This design comes from an exercise in tuning for small area and a short achievable clock period on the open sky130 flow, not from production work.
In this exercise RTL edits were held to simulation tests only and were not proved equivalent to the original.
No activity file was given, so power comes from the tool's default toggle rates.

// bigkey_top
module bigkey_top (
  input  wire         clk,
  input  wire [255:0] key,
  input  wire [3:0]   count,
  input  wire         start,
  input  wire         encrypt,
  output wire [191:0] ksi,
  output wire [3:0]   new_count,
  output wire         data_ready
);
bigkey u_bigkey(
  .pcount_3_(count[3]),
  .pkey_5_(key[5]),
  .pkey_131_(key[131]),
  .pkey_144_(key[144]),
  .pkey_157_(key[157]),
  .pkey_230_(key[230]),
  .pkey_243_(key[243]),
  .pcount_2_(count[2]),
  .pkey_4_(key[4]),
  .pkey_132_(key[132]),
  .pkey_143_(key[143]),
  .pkey_158_(key[158]),
  .pkey_169_(key[169]),
  .pkey_231_(key[231]),
  .pkey_242_(key[242]),
  .pcount_1_(count[1]),
  .pkey_7_(key[7]),
  .pkey_146_(key[146]),
  .pkey_159_(key[159]),
  .pkey_168_(key[168]),
  .pkey_245_(key[245]),
  .pcount_0_(count[0]),
  .pkey_6_(key[6]),
  .pkey_130_(key[130]),
  .pkey_145_(key[145]),
  .pkey_167_(key[167]),
  .pkey_244_(key[244]),
  .pkey_9_(key[9]),
  .pkey_16_(key[16]),
  .pkey_27_(key[27]),
  ...
export LEC_CHECK = 0
export CAP_MARGIN = 20
export CORE_MARGIN = 2
export CORE_UTILIZATION = 55
export CTS_BUF_LIST = sky130_fd_sc_hd__clkbuf_16
export CTS_CLUSTER_DIAMETER = 80
export CTS_CLUSTER_SIZE = 16
export SETUP_SLACK_MARGIN = 2.2
export SLEW_MARGIN = 20
create_clock -name core_clock -period 4.5 [get_ports {clk}]
standard.sh (not shown) runs the stock make flow with config.mk's settings and CLKGATE_MAP_FILE= SYNTH_SCRIPT=/design/flow/synth_recipe.tcl, a recipe that flattens the netlist after the stock synthesis.
==> flow/flow/run.sh <==
#!/bin/bash
# The standard layout, except that
#  - modules bk_pair and bk_ctl are read as the gate-level versions in
#    flow/*_cells.v (same functions; the registers and their names are untouched),
#  - the port buffers are small fast buffers (buf_1) instead of the default.
set -euo pipefail
python3 flow/subst.py design.v design_cells.v flow/bk_pair_cells.v flow/bk_ctl_cells.v > subst.log 2>&1
bash standard.sh VERILOG_FILES="$PWD/design_cells.v" \
  BUFFER_PORTS_ARGS="-buffer_cell sky130_fd_sc_hd__buf_1" finish > standard.log 2>&1
Other scripts of this flow, unchanged in this note and not shown: flow/flow/bk_ctl_cells.v, flow/flow/bk_pair_cells.v, flow/flow/subst.py
Next try:
Settings changed: SETUP_SLACK_MARGIN 2.2 to 2.0.
- routed wire length fell by 6.2%
- count of clock-buffer cells in the layout stays the same
- synthesized cell count does not change
- setup slack improved by 0.045 ns
- power fell by 2.0%
- die area stays the same
- via count fell by 3.3%
- final cell count fell by 1.9%
- area after synthesis is unchanged
- core utilization fell by 3.0 points

========
## v24
bigkey_top again, from the RTL that the note above started with.
clock: 4.5 ns
lec_check: 0
cap_margin: 20
core_margin: 2
core_utilization: 55
cts_buf_list: sky130_fd_sc_hd__clkbuf_16
cts_cluster_diameter: 100
cts_cluster_size: 26
setup_slack_margin: 1.9
slew_margin: 20
==> flow/flow/bk_ctl_cells.v <==
// Gate-level bk_ctl for the layout: the same function as the RTL's bk_ctl.
// u[i] = (count[i] == encrypt): bit i carries the increment (encrypt) or
// decrement (not encrypt) on to bit i+1. sp is class 0's "special" mode flag.
// Each distributed signal is made inverted and then driven by its own inverters.
module bk_ctl (input start, input encrypt, input c0, input c1, input c2, input c3,
               output nc0, output nc1, output nc2, output nc3, output dr,
               output [2:0] tn0a, output [2:0] tn1a, output [2:0] tn0b, output [2:0] tn1b,
               output [3:0] ld1, output [3:0] ld0);
  wire u0, u1, u2, u3, x1, x2, x3, p2n, p3n, a4n, sp, spn;
  sky130_fd_sc_hd__xnor2_1 gu0 (.A(c0), .B(encrypt), .Y(u0));
  sky130_fd_sc_hd__xnor2_1 gu1 (.A(c1), .B(encrypt), .Y(u1));
  sky130_fd_sc_hd__xnor2_1 gu2 (.A(c2), .B(encrypt), .Y(u2));
  sky130_fd_sc_hd__xnor2_1 gu3 (.A(c3), .B(encrypt), .Y(u3));
  sky130_fd_sc_hd__mux2i_2 gn0 (.A0(c0), .A1(encrypt), .S(start), .Y(nc0));
  sky130_fd_sc_hd__xnor2_1 gx1 (.A(c1), .B(u0), .Y(x1));
  sky130_fd_sc_hd__mux2i_2 gn1 (.A0(x1), .A1(encrypt), .S(start), .Y(nc1));
  sky130_fd_sc_hd__nand2_1 gp2 (.A(u0), .B(u1), .Y(p2n));
  sky130_fd_sc_hd__xor2_1  gx2 (.A(c2), .B(p2n), .X(x2));
  sky130_fd_sc_hd__mux2i_2 gn2 (.A0(x2), .A1(encrypt), .S(start), .Y(nc2));
  sky130_fd_sc_hd__nand3_1 gp3 (.A(u0), .B(u1), .C(u2), .Y(p3n));
  sky130_fd_sc_hd__xor2_1  gx3 (.A(c3), .B(p3n), .X(x3));
  sky130_fd_sc_hd__mux2i_2 gn3 (.A0(x3), .A1(encrypt), .S(start), .Y(nc3));
  sky130_fd_sc_hd__nand4_1 ga4 (.A(u0), .B(u1), .C(u2), .D(u3), .Y(a4n));
  sky130_fd_sc_hd__nor2_2  gdr (.A(start), .B(a4n), .Y(dr));
  // sp = encrypt ? (count is 0, 7 or 14) : (count is 0, 1, 8 or 15), from count directly
  wire t1n, a4cn, spd, x30, h7, z01, z23, z4n, spe;
  sky130_fd_sc_hd__a211o_1 gd1s (.A1(c3), .A2(c0), .B1(c2), .C1(c1), .X(t1n));
  sky130_fd_sc_hd__nand4_1 ga4c (.A(c0), .B(c1), .C(c2), .D(c3), .Y(a4cn));
  sky130_fd_sc_hd__nand2_1 gd2s (.A(t1n), .B(a4cn), .Y(spd));
  sky130_fd_sc_hd__xor2_1  ge1s (.A(c3), .B(c0), .X(x30));
  sky130_fd_sc_hd__nand3_1 ge2s (.A(c2), .B(c1), .C(x30), .Y(h7));
  sky130_fd_sc_hd__nor2_1  gz01 (.A(c0), .B(c1), .Y(z01));
  sky130_fd_sc_hd__nor2_1  gz23 (.A(c2), .B(c3), .Y(z23));
  sky130_fd_sc_hd__nand2_1 gz4 (.A(z01), .B(z23), .Y(z4n));
  sky130_fd_sc_hd__nand2_1 ge3s (.A(z4n), .B(h7), .Y(spe));
  sky130_fd_sc_hd__mux2i_1 gspn (.A0(spd), .A1(spe), .S(encrypt), .Y(spn));
  sky130_fd_sc_hd__inv_1   gsp (.A(spn), .Y(sp));
  wire [2:0] tn0n, tn1n;
  wire ld1n, ld0n;
  sky130_fd_sc_hd__nor3_2   ga0 (.A(start), .B(encrypt), .C(spn), .Y(tn0n[0]));
  sky130_fd_sc_hd__nor2_2   ga1 (.A(start), .B(sp), .Y(tn0n[1]));
  sky130_fd_sc_hd__a21oi_2  ga2 (.A1(encrypt), .A2(spn), .B1(start), .Y(tn0n[2]));
  sky130_fd_sc_hd__nor3_2   gb0 (.A(start), .B(encrypt), .C(sp), .Y(tn1n[0]));
  sky130_fd_sc_hd__nor2_2   gb1 (.A(start), .B(spn), .Y(tn1n[1]));
  sky130_fd_sc_hd__a21oi_2  gb2 (.A1(encrypt), .A2(sp), .B1(start), .Y(tn1n[2]));
  sky130_fd_sc_hd__nand2_4  gl1 (.A(start), .B(encrypt), .Y(ld1n));
  sky130_fd_sc_hd__nand2b_4 gl0 (.A_N(encrypt), .B(start), .Y(ld0n));
  sky130_fd_sc_hd__inv_8    gi0a0 (.A(tn0n[0]), .Y(tn0a[0]));
  sky130_fd_sc_hd__inv_8    gi0b0 (.A(tn0n[0]), .Y(tn0b[0]));
  sky130_fd_sc_hd__inv_8    gi1a0 (.A(tn1n[0]), .Y(tn1a[0]));
  sky130_fd_sc_hd__inv_8    gi1b0 (.A(tn1n[0]), .Y(tn1b[0]));
  sky130_fd_sc_hd__inv_8    gi0a1 (.A(tn0n[1]), .Y(tn0a[1]));
  sky130_fd_sc_hd__inv_8    gi0b1 (.A(tn0n[1]), .Y(tn0b[1]));
  sky130_fd_sc_hd__inv_8    gi1a1 (.A(tn1n[1]), .Y(tn1a[1]));
  sky130_fd_sc_hd__inv_8    gi1b1 (.A(tn1n[1]), .Y(tn1b[1]));
  sky130_fd_sc_hd__inv_8    gi0a2 (.A(tn0n[2]), .Y(tn0a[2]));
  sky130_fd_sc_hd__inv_8    gi0b2 (.A(tn0n[2]), .Y(tn0b[2]));
  sky130_fd_sc_hd__inv_8    gi1a2 (.A(tn1n[2]), .Y(tn1a[2]));
  sky130_fd_sc_hd__inv_8    gi1b2 (.A(tn1n[2]), .Y(tn1b[2]));
  sky130_fd_sc_hd__inv_8    gil10 (.A(ld1n), .Y(ld1[0]));
  sky130_fd_sc_hd__inv_8    gil00 (.A(ld0n), .Y(ld0[0]));
  sky130_fd_sc_hd__inv_8    gil11 (.A(ld1n), .Y(ld1[1]));
  sky130_fd_sc_hd__inv_8    gil01 (.A(ld0n), .Y(ld0[1]));
  sky130_fd_sc_hd__inv_8    gil12 (.A(ld1n), .Y(ld1[2]));
  sky130_fd_sc_hd__inv_8    gil02 (.A(ld0n), .Y(ld0[2]));
  sky130_fd_sc_hd__inv_8    gil13 (.A(ld1n), .Y(ld1[3]));
  sky130_fd_sc_hd__inv_8    gil03 (.A(ld0n), .Y(ld0[3]));
endmodule
Scripts as last shown in full above: flow/flow/run.sh
Other scripts of this flow, unchanged in this note and not shown: flow/flow/bk_pair_cells.v, flow/flow/subst.py
Having completed the whole flow, v24 delivered a layout that passed the timing, DRC and antenna checks.
--- input diff v24..v26 ---
- removing CTS_BUF_LIST (formerly sky130_fd_sc_hd__clkbuf_16)
- changing CORE_UTILIZATION from 55 to 65
- removing CTS_CLUSTER_DIAMETER (formerly 100)
- changing SETUP_SLACK_MARGIN from 1.9 to 2.0
- removing CTS_CLUSTER_SIZE (formerly 26)
diff --git a/flow/flow/bk_ctl_cells.v b/flow/flow/bk_ctl_cells.v
--- a/flow/flow/bk_ctl_cells.v
+++ b/flow/flow/bk_ctl_cells.v
@@ -13,13 +13,13 @@
   sky130_fd_sc_hd__xnor2_1 gu3 (.A(c3), .B(encrypt), .Y(u3));
-  sky130_fd_sc_hd__mux2i_2 gn0 (.A0(c0), .A1(encrypt), .S(start), .Y(nc0));
+  sky130_fd_sc_hd__mux2i_1 gn0 (.A0(c0), .A1(encrypt), .S(start), .Y(nc0));
   sky130_fd_sc_hd__xnor2_1 gx1 (.A(c1), .B(u0), .Y(x1));
-  sky130_fd_sc_hd__mux2i_2 gn1 (.A0(x1), .A1(encrypt), .S(start), .Y(nc1));
+  sky130_fd_sc_hd__mux2i_1 gn1 (.A0(x1), .A1(encrypt), .S(start), .Y(nc1));
   sky130_fd_sc_hd__nand2_1 gp2 (.A(u0), .B(u1), .Y(p2n));
   sky130_fd_sc_hd__xor2_1  gx2 (.A(c2), .B(p2n), .X(x2));
-  sky130_fd_sc_hd__mux2i_2 gn2 (.A0(x2), .A1(encrypt), .S(start), .Y(nc2));
+  sky130_fd_sc_hd__mux2i_1 gn2 (.A0(x2), .A1(encrypt), .S(start), .Y(nc2));
   sky130_fd_sc_hd__nand3_1 gp3 (.A(u0), .B(u1), .C(u2), .Y(p3n));
   sky130_fd_sc_hd__xor2_1  gx3 (.A(c3), .B(p3n), .X(x3));
-  sky130_fd_sc_hd__mux2i_2 gn3 (.A0(x3), .A1(encrypt), .S(start), .Y(nc3));
+  sky130_fd_sc_hd__mux2i_1 gn3 (.A0(x3), .A1(encrypt), .S(start), .Y(nc3));
   sky130_fd_sc_hd__nand4_1 ga4 (.A(u0), .B(u1), .C(u2), .D(u3), .Y(a4n));
-  sky130_fd_sc_hd__nor2_2  gdr (.A(start), .B(a4n), .Y(dr));
+  sky130_fd_sc_hd__nor2_1  gdr (.A(start), .B(a4n), .Y(dr));
   // sp = encrypt ? (count is 0, 7 or 14) : (count is 0, 1, 8 or 15), from count directly
[summary]
Between v26 and v24, it is v26 whose share of cells above drive strength 1 is higher, by 1.2 points.
The critical path depth of v26 exceeds that of v24 by 1.
On clock tree buffer count of the final layout: v26 sits above v24.
Diff v24 -> v26 | number of antenna violations at the first check in global routing | decrease of 3
Delta (v26 minus v24): cell area after layout went up; length of routed met3 wiring went up.
### v26 -> v12
- a change of CORE_UTILIZATION from 65 to 55
- a change of SETUP_SLACK_MARGIN from 2.0 to 1.9
diff --git a/flow/flow/bk_ctl_cells.v b/flow/flow/bk_ctl_cells.v
--- a/flow/flow/bk_ctl_cells.v
+++ b/flow/flow/bk_ctl_cells.v
@@ -8,3 +8,3 @@
                output [3:0] ld1, output [3:0] ld0);
-  wire u0, u1, u2, u3, x1, x2, x3, p2n, p3n, a4n, sp, spn;
+  wire u0, u1, u2, u3, x1, x2, x3, p2n, p3n, a4n, o01, o23, t0000, t0111, t1110, t1111e, sp, spn;
   sky130_fd_sc_hd__xnor2_1 gu0 (.A(c0), .B(encrypt), .Y(u0));
@@ -24,15 +24,10 @@
   sky130_fd_sc_hd__nor2_1  gdr (.A(start), .B(a4n), .Y(dr));
-  // sp = encrypt ? (count is 0, 7 or 14) : (count is 0, 1, 8 or 15), from count directly
-  wire t1n, a4cn, spd, x30, h7, z01, z23, z4n, spe;
-  sky130_fd_sc_hd__a211o_1 gd1s (.A1(c3), .A2(c0), .B1(c2), .C1(c1), .X(t1n));
-  sky130_fd_sc_hd__nand4_1 ga4c (.A(c0), .B(c1), .C(c2), .D(c3), .Y(a4cn));
-  sky130_fd_sc_hd__nand2_1 gd2s (.A(t1n), .B(a4cn), .Y(spd));
-  sky130_fd_sc_hd__xor2_1  ge1s (.A(c3), .B(c0), .X(x30));
-  sky130_fd_sc_hd__nand3_1 ge2s (.A(c2), .B(c1), .C(x30), .Y(h7));
-  sky130_fd_sc_hd__nor2_1  gz01 (.A(c0), .B(c1), .Y(z01));
-  sky130_fd_sc_hd__nor2_1  gz23 (.A(c2), .B(c3), .Y(z23));
-  sky130_fd_sc_hd__nand2_1 gz4 (.A(z01), .B(z23), .Y(z4n));
-  sky130_fd_sc_hd__nand2_1 ge3s (.A(z4n), .B(h7), .Y(spe));
-  sky130_fd_sc_hd__mux2i_1 gspn (.A0(spd), .A1(spe), .S(encrypt), .Y(spn));
-  sky130_fd_sc_hd__inv_1   gsp (.A(spn), .Y(sp));
+  sky130_fd_sc_hd__nor2_1  go01 (.A(u0), .B(u1), .Y(o01));
+  sky130_fd_sc_hd__nor2_1  go23 (.A(u2), .B(u3), .Y(o23));
+  sky130_fd_sc_hd__nand2_1 gt0 (.A(o01), .B(o23), .Y(t0000));
+  sky130_fd_sc_hd__nand4b_1 gt7 (.A_N(u3), .B(u2), .C(u1), .D(u0), .Y(t0111));
+  sky130_fd_sc_hd__nand4b_1 gte (.A_N(u0), .B(u1), .C(u2), .D(u3), .Y(t1110));
+  sky130_fd_sc_hd__or2_1   gtf (.A(a4n), .B(encrypt), .X(t1111e));
+  sky130_fd_sc_hd__nand4_1 gsp (.A(t0000), .B(t0111), .C(t1110), .D(t1111e), .Y(sp));
+  sky130_fd_sc_hd__inv_1   gspn (.A(sp), .Y(spn));
   wire [2:0] tn0n, tn1n;
Diff v26 -> v12 | final non-filler cell area | increase of about 1.8%. Summary of v12 over v26: floorplan die width increased by about 8% relative to the old numbers; worst-case setup margin in the final layout increased by 0.16 ns relative to the old numbers; number of maximum-capacitance violations closely matched the old numbers.
diff inputs: v12 => v38
diff --git a/flow/flow/bk_ctl_cells.v b/flow/flow/bk_ctl_cells.v
--- a/flow/flow/bk_ctl_cells.v
+++ b/flow/flow/bk_ctl_cells.v
@@ -8,3 +8,3 @@
                output [3:0] ld1, output [3:0] ld0);
-  wire u0, u1, u2, u3, x1, x2, x3, p2n, p3n, a4n, o01, o23, t0000, t0111, t1110, t1111e, sp, spn;
+  wire u0, u1, u2, u3, x1, x2, x3, p2n, p3n, a4n, sp, spn;
   sky130_fd_sc_hd__xnor2_1 gu0 (.A(c0), .B(encrypt), .Y(u0));
@@ -13,21 +13,26 @@
   sky130_fd_sc_hd__xnor2_1 gu3 (.A(c3), .B(encrypt), .Y(u3));
-  sky130_fd_sc_hd__mux2i_1 gn0 (.A0(c0), .A1(encrypt), .S(start), .Y(nc0));
+  sky130_fd_sc_hd__mux2i_2 gn0 (.A0(c0), .A1(encrypt), .S(start), .Y(nc0));
   sky130_fd_sc_hd__xnor2_1 gx1 (.A(c1), .B(u0), .Y(x1));
-  sky130_fd_sc_hd__mux2i_1 gn1 (.A0(x1), .A1(encrypt), .S(start), .Y(nc1));
+  sky130_fd_sc_hd__mux2i_2 gn1 (.A0(x1), .A1(encrypt), .S(start), .Y(nc1));
   sky130_fd_sc_hd__nand2_1 gp2 (.A(u0), .B(u1), .Y(p2n));
   sky130_fd_sc_hd__xor2_1  gx2 (.A(c2), .B(p2n), .X(x2));
-  sky130_fd_sc_hd__mux2i_1 gn2 (.A0(x2), .A1(encrypt), .S(start), .Y(nc2));
+  sky130_fd_sc_hd__mux2i_2 gn2 (.A0(x2), .A1(encrypt), .S(start), .Y(nc2));
   sky130_fd_sc_hd__nand3_1 gp3 (.A(u0), .B(u1), .C(u2), .Y(p3n));
   sky130_fd_sc_hd__xor2_1  gx3 (.A(c3), .B(p3n), .X(x3));
-  sky130_fd_sc_hd__mux2i_1 gn3 (.A0(x3), .A1(encrypt), .S(start), .Y(nc3));
+  sky130_fd_sc_hd__mux2i_2 gn3 (.A0(x3), .A1(encrypt), .S(start), .Y(nc3));
   sky130_fd_sc_hd__nand4_1 ga4 (.A(u0), .B(u1), .C(u2), .D(u3), .Y(a4n));
-  sky130_fd_sc_hd__nor2_1  gdr (.A(start), .B(a4n), .Y(dr));
-  sky130_fd_sc_hd__nor2_1  go01 (.A(u0), .B(u1), .Y(o01));
-  sky130_fd_sc_hd__nor2_1  go23 (.A(u2), .B(u3), .Y(o23));
-  sky130_fd_sc_hd__nand2_1 gt0 (.A(o01), .B(o23), .Y(t0000));
-  sky130_fd_sc_hd__nand4b_1 gt7 (.A_N(u3), .B(u2), .C(u1), .D(u0), .Y(t0111));
-  sky130_fd_sc_hd__nand4b_1 gte (.A_N(u0), .B(u1), .C(u2), .D(u3), .Y(t1110));
-  sky130_fd_sc_hd__or2_1   gtf (.A(a4n), .B(encrypt), .X(t1111e));
-  sky130_fd_sc_hd__nand4_1 gsp (.A(t0000), .B(t0111), .C(t1110), .D(t1111e), .Y(sp));
-  sky130_fd_sc_hd__inv_1   gspn (.A(sp), .Y(spn));
+  sky130_fd_sc_hd__nor2_2  gdr (.A(start), .B(a4n), .Y(dr));
+  // sp = encrypt ? (count is 0, 7 or 14) : (count is 0, 1, 8 or 15), from count directly
+  wire t1n, a4cn, spd, x30, h7, z01, z23, z4n, spe;
+  sky130_fd_sc_hd__a211o_1 gd1s (.A1(c3), .A2(c0), .B1(c2), .C1(c1), .X(t1n));
+  sky130_fd_sc_hd__nand4_1 ga4c (.A(c0), .B(c1), .C(c2), .D(c3), .Y(a4cn));
+  sky130_fd_sc_hd__nand2_1 gd2s (.A(t1n), .B(a4cn), .Y(spd));
+  sky130_fd_sc_hd__xor2_1  ge1s (.A(c3), .B(c0), .X(x30));
+  sky130_fd_sc_hd__nand3_1 ge2s (.A(c2), .B(c1), .C(x30), .Y(h7));
+  sky130_fd_sc_hd__nor2_1  gz01 (.A(c0), .B(c1), .Y(z01));
+  sky130_fd_sc_hd__nor2_1  gz23 (.A(c2), .B(c3), .Y(z23));
+  sky130_fd_sc_hd__nand2_1 gz4 (.A(z01), .B(z23), .Y(z4n));
+  sky130_fd_sc_hd__nand2_1 ge3s (.A(z4n), .B(h7), .Y(spe));
+  sky130_fd_sc_hd__mux2i_1 gspn (.A0(spd), .A1(spe), .S(encrypt), .Y(spn));
+  sky130_fd_sc_hd__inv_1   gsp (.A(spn), .Y(sp));
   wire [2:0] tn0n, tn1n;
Results
Where maximum operating frequency is concerned, v12 is better than v38. Static leakage in v38 is 1.1% lower than in v12. Total inserted antenna cells, v38 and v12: higher on v12. v38: area growth from synthesis to layout is 1.3 points lower than what v12 reported. Compared with v12, in v38 share of the core filled with cells in the final layout now smaller, portion of the clock cycle consumed by the worst path in the final layout now larger, time the worst path needs with I/O delays and setup now larger, count of clock-buffer cells in the layout now larger, multi-input gate share of total cell area now larger. Cmp v38 vs v12: sequential share of layout area higher in v38. Final non-filler cell area: v38 vs v12 down about 0.8%.
What v57 does differently from v38 at the input level:
- CTS_CLUSTER_DIAMETER newly set to 80
- CTS_CLUSTER_SIZE newly set to 16
- CTS_BUF_LIST newly set to sky130_fd_sc_hd__clkbuf_16
diff --git a/flow/flow/bk_ctl_cells.v b/flow/flow/bk_ctl_cells.v
--- a/flow/flow/bk_ctl_cells.v
+++ b/flow/flow/bk_ctl_cells.v
@@ -13,13 +13,13 @@
   sky130_fd_sc_hd__xnor2_1 gu3 (.A(c3), .B(encrypt), .Y(u3));
-  sky130_fd_sc_hd__mux2i_2 gn0 (.A0(c0), .A1(encrypt), .S(start), .Y(nc0));
+  sky130_fd_sc_hd__mux2i_1 gn0 (.A0(c0), .A1(encrypt), .S(start), .Y(nc0));
   sky130_fd_sc_hd__xnor2_1 gx1 (.A(c1), .B(u0), .Y(x1));
-  sky130_fd_sc_hd__mux2i_2 gn1 (.A0(x1), .A1(encrypt), .S(start), .Y(nc1));
+  sky130_fd_sc_hd__mux2i_1 gn1 (.A0(x1), .A1(encrypt), .S(start), .Y(nc1));
   sky130_fd_sc_hd__nand2_1 gp2 (.A(u0), .B(u1), .Y(p2n));
   sky130_fd_sc_hd__xor2_1  gx2 (.A(c2), .B(p2n), .X(x2));
-  sky130_fd_sc_hd__mux2i_2 gn2 (.A0(x2), .A1(encrypt), .S(start), .Y(nc2));
+  sky130_fd_sc_hd__mux2i_1 gn2 (.A0(x2), .A1(encrypt), .S(start), .Y(nc2));
   sky130_fd_sc_hd__nand3_1 gp3 (.A(u0), .B(u1), .C(u2), .Y(p3n));
   sky130_fd_sc_hd__xor2_1  gx3 (.A(c3), .B(p3n), .X(x3));
-  sky130_fd_sc_hd__mux2i_2 gn3 (.A0(x3), .A1(encrypt), .S(start), .Y(nc3));
+  sky130_fd_sc_hd__mux2i_1 gn3 (.A0(x3), .A1(encrypt), .S(start), .Y(nc3));
   sky130_fd_sc_hd__nand4_1 ga4 (.A(u0), .B(u1), .C(u2), .D(u3), .Y(a4n));
-  sky130_fd_sc_hd__nor2_2  gdr (.A(start), .B(a4n), .Y(dr));
+  sky130_fd_sc_hd__nor2_1  gdr (.A(start), .B(a4n), .Y(dr));
   // sp = encrypt ? (count is 0, 7 or 14) : (count is 0, 1, 8 or 15), from count directly
==> comparison <==
Taking v38 as the reference, in v57 detail-routed net length per standard cell picked up an extra 2.1%, number of resized instances in the post-cts repair step lost about 17%, total power lost 6.3%, simple-gate area share of the yosys netlist neither gained nor lost much, source-to-sink clock delay at the later pin of the worst-skew pair lost 0.05 ns. v57 completed; timing, DRC and antenna clean. v57 -> v38: cell area after synthesis flat. In the flow results for v57 and v38, the setup slack is larger on v38.

[what the ideal ports hide]
How much do the figures lean on ideal ports? The routed layouts below were timed once more, with nothing changed but the port constraints. Step 1 assumes that a clkbuf_16 drives the clock port and a buf_2 every other input. Step 2 times the ports against the registers' clock, not the clock port: input delays grow and output delays shrink by t, the midpoint of the rising clock arrivals with the driver on. a / b / c = no drivers / after step 1 / after step 2; a / b = the first two.
run	t (ns)	setup slack, ns	worst hold slack (ns)	worst data-port slew with drivers (ns)	cell pins on the clock port's net
the first run of note 1	0.550	1.786 / 1.727 / 1.334	0.654 / 0.627 / 0.775	0.10	1
the second run of note 1	0.540	1.831 / 1.776 / 1.319	0.659 / 0.631 / 0.767	0.11	1
v24	0.532	1.799 / 1.742 / 1.456	0.660 / 0.640 / 0.783	0.12	1
v26	0.568	1.682 / 1.644 / 1.345	0.632 / 0.605 / 0.768	0.10	1
v12	0.578	1.843 / 1.821 / 1.266	0.626 / 0.603 / 0.762	0.11	1
v38	0.581	1.798 / 1.775 / 1.394	0.625 / 0.601 / 0.760	0.12	1
v57	0.538	1.752 / 1.689 / 1.376	0.655 / 0.637 / 0.766	0.10	1
After both steps every run listed still meets setup and hold. For v12, which loses most, drivers alone change the setup slack by -0.022 ns; drivers and shift together by -0.577 ns.
